Context: an optimization exercise on an open-source flow, tuned for small area. The choices shown serve that exercise and are no tape-out recipe. At most, simulation tests tie the RTL to the original design; equivalence was not proved. Power figures rest on the tool's default switching activity, not on a simulated workload.

==> flow/design.v (excerpt) <==
module MSDFDotProductModule(input clk, input reset,
    input [1:0] io_a_3,
    input [1:0] io_a_2,
    input [1:0] io_a_1,
    input [1:0] io_a_0,
    input [1:0] io_b_3,
    input [1:0] io_b_2,
    input [1:0] io_b_1,
    input [1:0] io_b_0,
    input  io_start,
    output[1:0] io_c
);
Size: about 180 flip-flops, about 21 I/O pins, about 9700 sq um of cells after synthesis.
==> module msdf_mul, before the edit <==
module msdf_mul(
    input         start,
    input  [1:0]  x,       
    input  [1:0]  y,       
    input  [8:0]  av,      
    input  [8:0]  bv,      
    input  [12:1] s,       
    input  [10:1] c,       
    output [12:1] s_nxt,
    output [10:1] c_nxt,
    output [1:0]  p        
);
  wire xpos = (x == 2'b10), xneg = (x == 2'b01);
  wire ypos = (y == 2'b10), yneg = (y == 2'b01);
  wire ybpos = ypos & ~start, ybneg = yneg & ~start;
  wire [13:0] ia = start ? 14'd0 : {s[12], s, 1'b0};
  wire [13:0] id = start ? 14'd0 : {3'd0, c, 1'b0};
  wire [13:0] ib;
  genvar n;
  generate
    for (n = 0; n < 9; n = n + 1) begin : bsel
      assign ib[n] = av[n] ? ybpos : ybneg;
    end
  endgenerate
  assign ib[13:9] = {5{ybneg}};
  wire [13:0] ic = xneg ? ~{5'd0, bv} : xpos ? {5'd0, bv} : 14'd0;
  wire [9:0] s1, t1, o, t2;
  wire [9:0] t1s = {t1[8:0], yneg};
  generate
    for (n = 0; n < 10; n = n + 1) begin : fa
      msdf_fa f1(.a(ia[n]), .b(ib[n]), .c(ic[n]), .s(s1[n]), .co(t1[n]));
      msdf_fa f2(.a(s1[n]), .b(id[n]), .c(t1s[n]), .s(o[n]), .co(t2[n]));
    end
  endgenerate
  wire [9:0] co = {t2[8:0], xneg};
  wire s0, c1, h0, h1, f0, f1;
  msdf_fa fe1(.a(ia[10]), .b(id[10]), .c(~xneg), .s(s0), .co(c1));
  assign h0 = s0 ^ ~ybneg;
  assign h1 = s0 & ~ybneg;
  msdf_fa fe2(.a(h0), .b(t1[9]), .c(t2[9]), .s(f0), .co(f1));
  wire g1 = c1 | h1 | ia[11];                                    
  wire g2 = (c1 & h1) | (c1 & ia[11]) | (h1 & ia[11]);           
  wire g3 = c1 & h1 & ia[11];                                    
  wire gp = c1 ^ h1 ^ ia[11];                                    
  wire k2 = g2 | (f1 & g1);
  wire k4 = f1 & g3;
  wire sp = ia[12] ? k4 : k2;
  wire sn = ia[12] & ~k2;
  wire [1:0] e = {~(f1 ^ gp), f0};
  assign p = {sp, sn};
  assign s_nxt = {e[1:0], o[9:0]};
  assign c_nxt = co;
endmodule
export LEC_CHECK = 0
export CAP_MARGIN = 20
export CORE_MARGIN = 2
export CORE_UTILIZATION = 40
export CTS_BUF_LIST = sky130_fd_sc_hd__clkbuf_4 sky130_fd_sc_hd__clkbuf_8
export CTS_CLUSTER_SIZE = 30
export SLEW_MARGIN = 20
create_clock -name core_clock -period 8.0 [get_ports {clk}]
standard.sh (not shown) runs the stock make flow with config.mk's settings and CLKGATE_MAP_FILE= SYNTH_SCRIPT=/design/flow/synth_recipe.tcl, a recipe that flattens the netlist after the stock synthesis.
==> flow/flow/run.sh <==
#!/bin/bash
# The standard layout (standard.sh: ORFS synthesis and all later steps),
# with three changes to how the layout is made:
#  - synthesis maps the logic with an area-oriented ABC script
#    (flow/abc_area.script) instead of ORFS's delay-oriented one; everything
#    else in synthesis (registers, their names and cells) is unchanged.  ORFS's
#    scripts are copied to ./orfs_scripts and only abc_speed.script is replaced.
#  - buffer_ports builds the port buffers from sky130_fd_sc_hd__buf_1 cells
#    instead of the delay cells it picks by default (repair may resize them).
#  - CTS does not add dummy loads.
# The output of make (all ORFS steps) goes to make_finish.log; each step's own
# log stays in orfs/logs/.
set -euo pipefail
cd "$(dirname "${BASH_SOURCE[0]}")/.."
rm -rf orfs_scripts
cp -r "$FLOW_HOME/scripts" orfs_scripts
cp flow/abc_area.script orfs_scripts/abc_speed.script
export SCRIPTS_DIR="$PWD/orfs_scripts"
export BUFFER_PORTS_ARGS="-buffer_cell sky130_fd_sc_hd__buf_1"
export CTS_ARGS="-sink_clustering_enable -repair_clock_nets -sink_clustering_size 30 -buf_list {sky130_fd_sc_hd__clkbuf_4 sky130_fd_sc_hd__clkbuf_8} -dont_use_dummy_load"
bash standard.sh finish > make_finish.log 2>&1
==> flow/flow/abc_area.script <==
&get -n
&st
&dch
&nf -R 1000 -p
&st
&syn2
&dch
&nf -R 1000 -p
&st
&syn2
&dch
&nf -R 1000 -p
&put
==> next run, changes <==
--- a/flow/design.v
+++ b/flow/design.v
@@ -64,18 +64,15 @@
   endgenerate
   wire [9:0] co = {t2[8:0], xneg};
-  wire s0, c1, h0, h1, f0, f1;
-  msdf_fa fe1(.a(ia[10]), .b(id[10]), .c(~xneg), .s(s0), .co(c1));
-  assign h0 = s0 ^ ~ybneg;
-  assign h1 = s0 & ~ybneg;
-  msdf_fa fe2(.a(h0), .b(t1[9]), .c(t2[9]), .s(f0), .co(f1));
-  wire g1 = c1 | h1 | ia[11];                                    
-  wire g2 = (c1 & h1) | (c1 & ia[11]) | (h1 & ia[11]);           
-  wire g3 = c1 & h1 & ia[11];                                    
-  wire gp = c1 ^ h1 ^ ia[11];                                    
-  wire k2 = g2 | (f1 & g1);
-  wire k4 = f1 & g3;
+  wire sa, ca, sb, cb, e0, cc;
+  msdf_fa fe1(.a(id[10]), .b(t1[9]), .c(t2[9]), .s(sa), .co(ca));
+  msdf_fa fe2(.a(ia[10]), .b(sa), .c(~xneg), .s(sb), .co(cb));
+  assign e0 = sb ^ ~ybneg;
+  assign cc = sb & ~ybneg;
+  wire k2 = (cb & cc) | (cb & ia[11]) | (cb & ca) | (cc & ia[11]) | (cc & ca) | (ia[11] & ca);
+  wire k4 = cb & cc & ia[11] & ca;
+  wire k1 = cb ^ cc ^ ia[11] ^ ca;
   wire sp = ia[12] ? k4 : k2;
   wire sn = ia[12] & ~k2;
-  wire [1:0] e = {~(f1 ^ gp), f0};
+  wire [1:0] e = {~k1, e0};
   assign p = {sp, sn};
   assign s_nxt = {e[1:0], o[9:0]};
=> With this change the flow completed and failed the layout checks on setup timing. Routed wire length went up by 2.5%. Flip-flop and latch count is unchanged. Power went up by 6.0%. Via count barely changes. First-iteration DRC count went down by 14%. Sequential share of layout area went down by 1.1 points. Worst hold slack stays flat. Non-clock buffer count went up by 49.


== the baseline ==
The RTL this note starts from:
==> flow/design.v <==
module msdf_conv(
    input        start,
    input  [1:0] d,
    input  [3:0] j,        
    input  [8:0] hi,       
    input        lz,       
    output [8:0] hi_eff,   
    output [8:0] hi_nxt,   
    output       lz_nxt
);
  wire pos = (d == 2'b10);
  wire neg = (d == 2'b01);
  wire nz  = pos | neg;
  assign hi_eff = start ? 9'd0 : hi;
  wire lz_eff = start | lz;
  wire [9:0] z;            
  assign z[0] = lz_eff;
  genvar n;
  generate
    for (n = 0; n < 9; n = n + 1) begin : g
      assign z[n+1] = z[n] & ~hi_eff[n];
      wire eq = (j == 4'd8 - n);
      wire gt = (j >  4'd8 - n);
      assign hi_nxt[n] = (hi_eff[n] ^ (neg & gt & z[n])) | (nz & eq);
    end
  endgenerate
  assign lz_nxt = lz_eff & ~(nz & (j >= 4'd9) & (j <= 4'd11));
endmodule
module msdf_fa(input a, input b, input c, output s, output co);
  assign s = a ^ b ^ c;
  assign co = (a & b) | (a & c) | (b & c);
endmodule
module msdf_mul(
    input         start,
    input  [1:0]  x,       
    input  [1:0]  y,       
    input  [8:0]  av,      
    input  [8:0]  bv,      
    input  [13:1] s,       
    input  [10:1] c,       
    output [13:1] s_nxt,
    output [10:1] c_nxt,
    output [1:0]  p        
);
  wire xpos = (x == 2'b10), xneg = (x == 2'b01);
  wire ypos = (y == 2'b10), yneg = (y == 2'b01);
  wire [13:0] ia = start ? 14'd0 : {s, 1'b0};
  wire [13:0] id = start ? 14'd0 : {3'd0, c, 1'b0};
  wire [13:0] ib = start ? 14'd0 : yneg ? ~{5'd0, av} : ypos ? {5'd0, av} : 14'd0;
  wire [13:0] ic = xneg ? ~{5'd0, bv} : xpos ? {5'd0, bv} : 14'd0;
  wire [13:0] s1, t1, o, t2;
  wire [13:0] t1s = {t1[12:0], yneg};
  genvar n;
  generate
    for (n = 0; n < 14; n = n + 1) begin : fa
      msdf_fa f1(.a(ia[n]), .b(ib[n]), .c(ic[n]), .s(s1[n]), .co(t1[n]));
      msdf_fa f2(.a(s1[n]), .b(id[n]), .c(t1s[n]), .s(o[n]), .co(t2[n]));
    end
  endgenerate
  wire [13:0] co = {t2[12:0], xneg};
  wire [3:0] e = o[13:10] + co[13:10];
  wire sp = ~e[3] & (e[2] | e[1]);
  wire sn =  e[3] & ~(e[2] & e[1]);
  assign p = {sp, sn};
  assign s_nxt = {e[2] ^ (sp | sn), e[1:0], o[9:0]};
  assign c_nxt = co[9:0];
endmodule
module MSDFDotProductModule(input clk, input reset,
    input [1:0] io_a_3,
    input [1:0] io_a_2,
    input [1:0] io_a_1,
    input [1:0] io_a_0,
    input [1:0] io_b_3,
    input [1:0] io_b_2,
    input [1:0] io_b_1,
    input [1:0] io_b_0,
    input  io_start,
    output[1:0] io_c
);
  reg  [3:0] cnt;
  wire [3:0] j = io_start ? 4'd0 : cnt;
  always @(posedge clk) cnt <= j + {3'd0, j != 4'd15};
  wire [1:0] xa [0:3];
  wire [1:0] yb [0:3];
  assign xa[0] = io_a_0; assign xa[1] = io_a_1; assign xa[2] = io_a_2; assign xa[3] = io_a_3;
  assign yb[0] = io_b_0; assign yb[1] = io_b_1; assign yb[2] = io_b_2; assign yb[3] = io_b_3;
  wire [1:0] m [0:3];
  genvar i;
  generate
    for (i = 0; i < 4; i = i + 1) begin : pr
      reg  [8:0]  qa, qb;
      reg         la, lb;
      reg  [13:1] rs;
      reg  [10:1] rc;
      wire [8:0]  qa_eff, qa_nxt, qb_eff, qb_nxt;
      wire        la_nxt, lb_nxt;
      wire [13:1] rs_nxt;
      wire [10:1] rc_nxt;
      msdf_conv ca(.start(io_start), .d(xa[i]), .j(j), .hi(qa), .lz(la),
                   .hi_eff(qa_eff), .hi_nxt(qa_nxt), .lz_nxt(la_nxt));
      msdf_conv cb(.start(io_start), .d(yb[i]), .j(j), .hi(qb), .lz(lb),
                   .hi_eff(qb_eff), .hi_nxt(qb_nxt), .lz_nxt(lb_nxt));
      msdf_mul mu(.start(io_start), .x(xa[i]), .y(yb[i]), .av(qa_eff), .bv(qb_nxt),
                  .s(rs), .c(rc), .s_nxt(rs_nxt), .c_nxt(rc_nxt), .p(m[i]));
      always @(posedge clk) begin
        qa <= qa_nxt; la <= la_nxt;
        qb <= qb_nxt; lb <= lb_nxt;
        rs <= rs_nxt; rc <= rc_nxt;
      end
    end
  endgenerate
  wire f4 = (j == 4'd4);    
  wire f6 = (j == 4'd6);    
  reg r51, r49, r32, r39, r37, r16, r17, r2, r234;
  wire fo0 = m[0][1] ^ ~m[0][0] ^ m[1][1];
  wire fc0 = (m[0][1] & ~m[0][0]) | (m[0][1] & m[1][1]) | (~m[0][0] & m[1][1]);
  wire fo1 = r51 ^ ~r49 ^ fc0;
  wire fc1 = (r51 & ~r49) | (r51 & fc0) | (~r49 & fc0);
  wire fo2 = m[2][1] ^ ~m[2][0] ^ m[3][1];
  wire fc2 = (m[2][1] & ~m[2][0]) | (m[2][1] & m[3][1]) | (~m[2][0] & m[3][1]);
  wire fo3 = r39 ^ ~r37 ^ fc2;
  wire fc3 = (r39 & ~r37) | (r39 & fc2) | (~r37 & fc2);
  wire z01n = ~f4 & ~fc1;
  wire z23n = ~f4 & ~fc3;
  wire fo4 = r32 ^ ~z01n ^ r16;
  wire fc4 = (r32 & ~z01n) | (r32 & r16) | (~z01n & r16);
  wire fo5 = r17 ^ ~r2 ^ fc4;
  wire fc5 = (r17 & ~r2) | (r17 & fc4) | (~r2 & fc4);
  always @(posedge clk) begin
    r51 <= fo0; r49 <= m[1][0];
    r39 <= fo2; r37 <= m[3][0];
    if (reset) begin
      r32 <= 1'b0; r16 <= 1'b0; r17 <= 1'b0; r2 <= 1'b0; r234 <= 1'b0;
    end else begin
      r32 <= fo1; r16 <= fo3; r17 <= fo4; r2 <= z23n; r234 <= fo5;
    end
  end
  assign io_c = {r234, ~f6 & ~fc5};
endmodule
make LEC_CHECK=0 CAP_MARGIN=20 CORE_MARGIN=2 CORE_UTILIZATION=40 CTS_BUF_LIST='sky130_fd_sc_hd__clkbuf_4 sky130_fd_sc_hd__clkbuf_8' CTS_CLUSTER_SIZE=30 SLEW_MARGIN=20 finish   # period 8.0 ns
run.sh (not shown) runs the stock make flow with config.mk's settings and CLKGATE_MAP_FILE= SYNTH_SCRIPT=/design/flow/synth_recipe.tcl, a recipe that flattens the netlist after the stock synthesis.
Stock flow here: none of the scripts above is used.
--- input diff the baseline..the candidate ---
-- flow/design.v --
<<< the baseline, line 15
  wire lz_eff = start | lz;
  wire [9:0] z;            
  assign z[0] = lz_eff;
  genvar n;
  generate
    for (n = 0; n < 9; n = n + 1) begin : g
      assign z[n+1] = z[n] & ~hi_eff[n];
      wire eq = (j == 4'd8 - n);
      wire gt = (j >  4'd8 - n);
      assign hi_nxt[n] = (hi_eff[n] ^ (neg & gt & z[n])) | (nz & eq);
    end
  endgenerate
>>> the candidate, line 15
  wire lz_eff = start | lz;
  wire [9:0] z;            
  assign z[0] = lz;
  genvar n;
  generate
    for (n = 0; n < 9; n = n + 1) begin : g
      assign z[n+1] = z[n] & ~hi[n];
      wire eq = (j == 4'd8 - n);
      wire gt = (j >  4'd8 - n);
      assign hi_nxt[n] = eq ? nz : (hi_eff[n] ^ (neg & gt & z[n]));
    end
  endgenerate
<<< the baseline, line 47
  wire [13:0] ia = start ? 14'd0 : {s, 1'b0};
  wire [13:0] id = start ? 14'd0 : {3'd0, c, 1'b0};
  wire [13:0] ib = start ? 14'd0 : yneg ? ~{5'd0, av} : ypos ? {5'd0, av} : 14'd0;
  wire [13:0] ic = xneg ? ~{5'd0, bv} : xpos ? {5'd0, bv} : 14'd0;
  wire [13:0] s1, t1, o, t2;
>>> the candidate, line 47
  wire [13:0] ia = start ? 14'd0 : {s, 1'b0};
  wire [13:0] id = start ? 14'd0 : {3'd0, c, 1'b0};
  wire ybneg = yneg & ~start;    
  wire [13:0] ib = ybneg ? ~{5'd0, av} : ypos ? {5'd0, av} : 14'd0;
  wire [13:0] ic = xneg ? ~{5'd0, bv} : xpos ? {5'd0, bv} : 14'd0;
  wire [13:0] s1, t1, o, t2;
<<< the baseline, line 115
  wire fo0 = m[0][1] ^ ~m[0][0] ^ m[1][1];
  wire fc0 = (m[0][1] & ~m[0][0]) | (m[0][1] & m[1][1]) | (~m[0][0] & m[1][1]);
  wire fo1 = r51 ^ ~r49 ^ fc0;
  wire fc1 = (r51 & ~r49) | (r51 & fc0) | (~r49 & fc0);
  wire fo2 = m[2][1] ^ ~m[2][0] ^ m[3][1];
  wire fc2 = (m[2][1] & ~m[2][0]) | (m[2][1] & m[3][1]) | (~m[2][0] & m[3][1]);
  wire fo3 = r39 ^ ~r37 ^ fc2;
  wire fc3 = (r39 & ~r37) | (r39 & fc2) | (~r37 & fc2);
  wire z01n = ~f4 & ~fc1;
  wire z23n = ~f4 & ~fc3;
  wire fo4 = r32 ^ ~z01n ^ r16;
  wire fc4 = (r32 & ~z01n) | (r32 & r16) | (~z01n & r16);
  wire fo5 = r17 ^ ~r2 ^ fc4;
  wire fc5 = (r17 & ~r2) | (r17 & fc4) | (~r2 & fc4);
  always @(posedge clk) begin
    r51 <= fo0; r49 <= m[1][0];
>>> the candidate, line 116
  wire fo0 = m[0][1] ^ ~m[0][0] ^ m[1][1];
  wire fc0 = (m[0][1] & ~m[0][0]) | (m[0][1] & m[1][1]) | (~m[0][0] & m[1][1]);
  wire g1 = r51 & ~r49, p1 = r51 | ~r49;
  wire fc1 = g1 | (p1 & fc0);
  wire fo1 = r51 ^ ~r49 ^ fc0;
  wire fo2 = m[2][1] ^ ~m[2][0] ^ m[3][1];
  wire fc2 = (m[2][1] & ~m[2][0]) | (m[2][1] & m[3][1]) | (~m[2][0] & m[3][1]);
  wire fo3 = r39 ^ ~r37 ^ fc2;
  wire fc3 = (r39 & ~r37) | (r39 & fc2) | (~r37 & fc2);
  wire z01 = f4 | fc1;      
  wire z23n = ~f4 & ~fc3;
  wire g4 = r32 & r16, p4 = r32 | r16;
  wire fo4 = r32 ^ z01 ^ r16;
  wire g5 = r17 & ~r2, p5 = r17 | ~r2;
  wire fc5 = g5 | (p5 & g4) | (p5 & p4 & f4) | (p5 & p4 & g1) | (p5 & p4 & p1 & fc0);
  wire fo5 = r17 ^ ~r2 ^ (g4 | (p4 & z01));
  always @(posedge clk) begin
    r51 <= fo0; r49 <= m[1][0];
### Flow results
The candidate: largest stage delay on the critical path 0.13 ns above the baseline
Delta (the candidate minus the baseline): sequential share of cell area increased 1.7 points, global-route usage decreased 1.3 points, area growth from synthesis to layout decreased 2.9 points, slack of the critical path decreased 0.053 ns, via count decreased about 12%.
The candidate vs the baseline, critical path depth went down by 4.
Measured against the baseline, the post-synthesis instance total of the candidate comes out at 0.910 times the reference value.
Final hold slack in the candidate is 0.0092 ns below the baseline.
Compared to the baseline, the routing of the candidate uses less wire.
The RTL of the candidate was laid out without a check of its function.

==> port drivers added, routing unchanged <==
How much do the figures lean on ideal ports? The routed layouts below were timed once more, with nothing changed but the port constraints.
Step 1 (the two cells are an assumption about what drives the block):
set clk [get_ports {clk}]
set_driving_cell -lib_cell sky130_fd_sc_hd__clkbuf_16 $clk
set_driving_cell -lib_cell sky130_fd_sc_hd__buf_2 [delete_from_list [all_inputs] $clk]
Step 2 times the ports against the registers' clock, not the clock port: input delays grow and output delays shrink by t, the midpoint of the rising clock arrivals with the driver on.
Three values: no drivers, after step 1, after step 2; two values: the first two.
run | shift t [ns] | setup WS [ns] | hold slack, ns
the first run of note 1 | 0.486 | 0.306 / 0.286 / 0.286 | 0.475 / 0.475 / 0.475
the second run of note 1 | 0.494 | -0.653 / -0.694 / -0.694 | 0.477 / 0.477 / 0.477
the baseline | 0.518 | 0.218 / 0.195 / -0.199 | 0.511 / 0.511 / 0.511
the candidate | 0.518 | 0.165 / 0.136 / 0.136 | 0.502 / 0.502 / 0.502
With both steps, setup timing fails in the baseline, where it was met with ideal ports. For the baseline, which loses most, drivers alone change the setup slack by -0.023 ns; drivers and shift together by -0.417 ns.
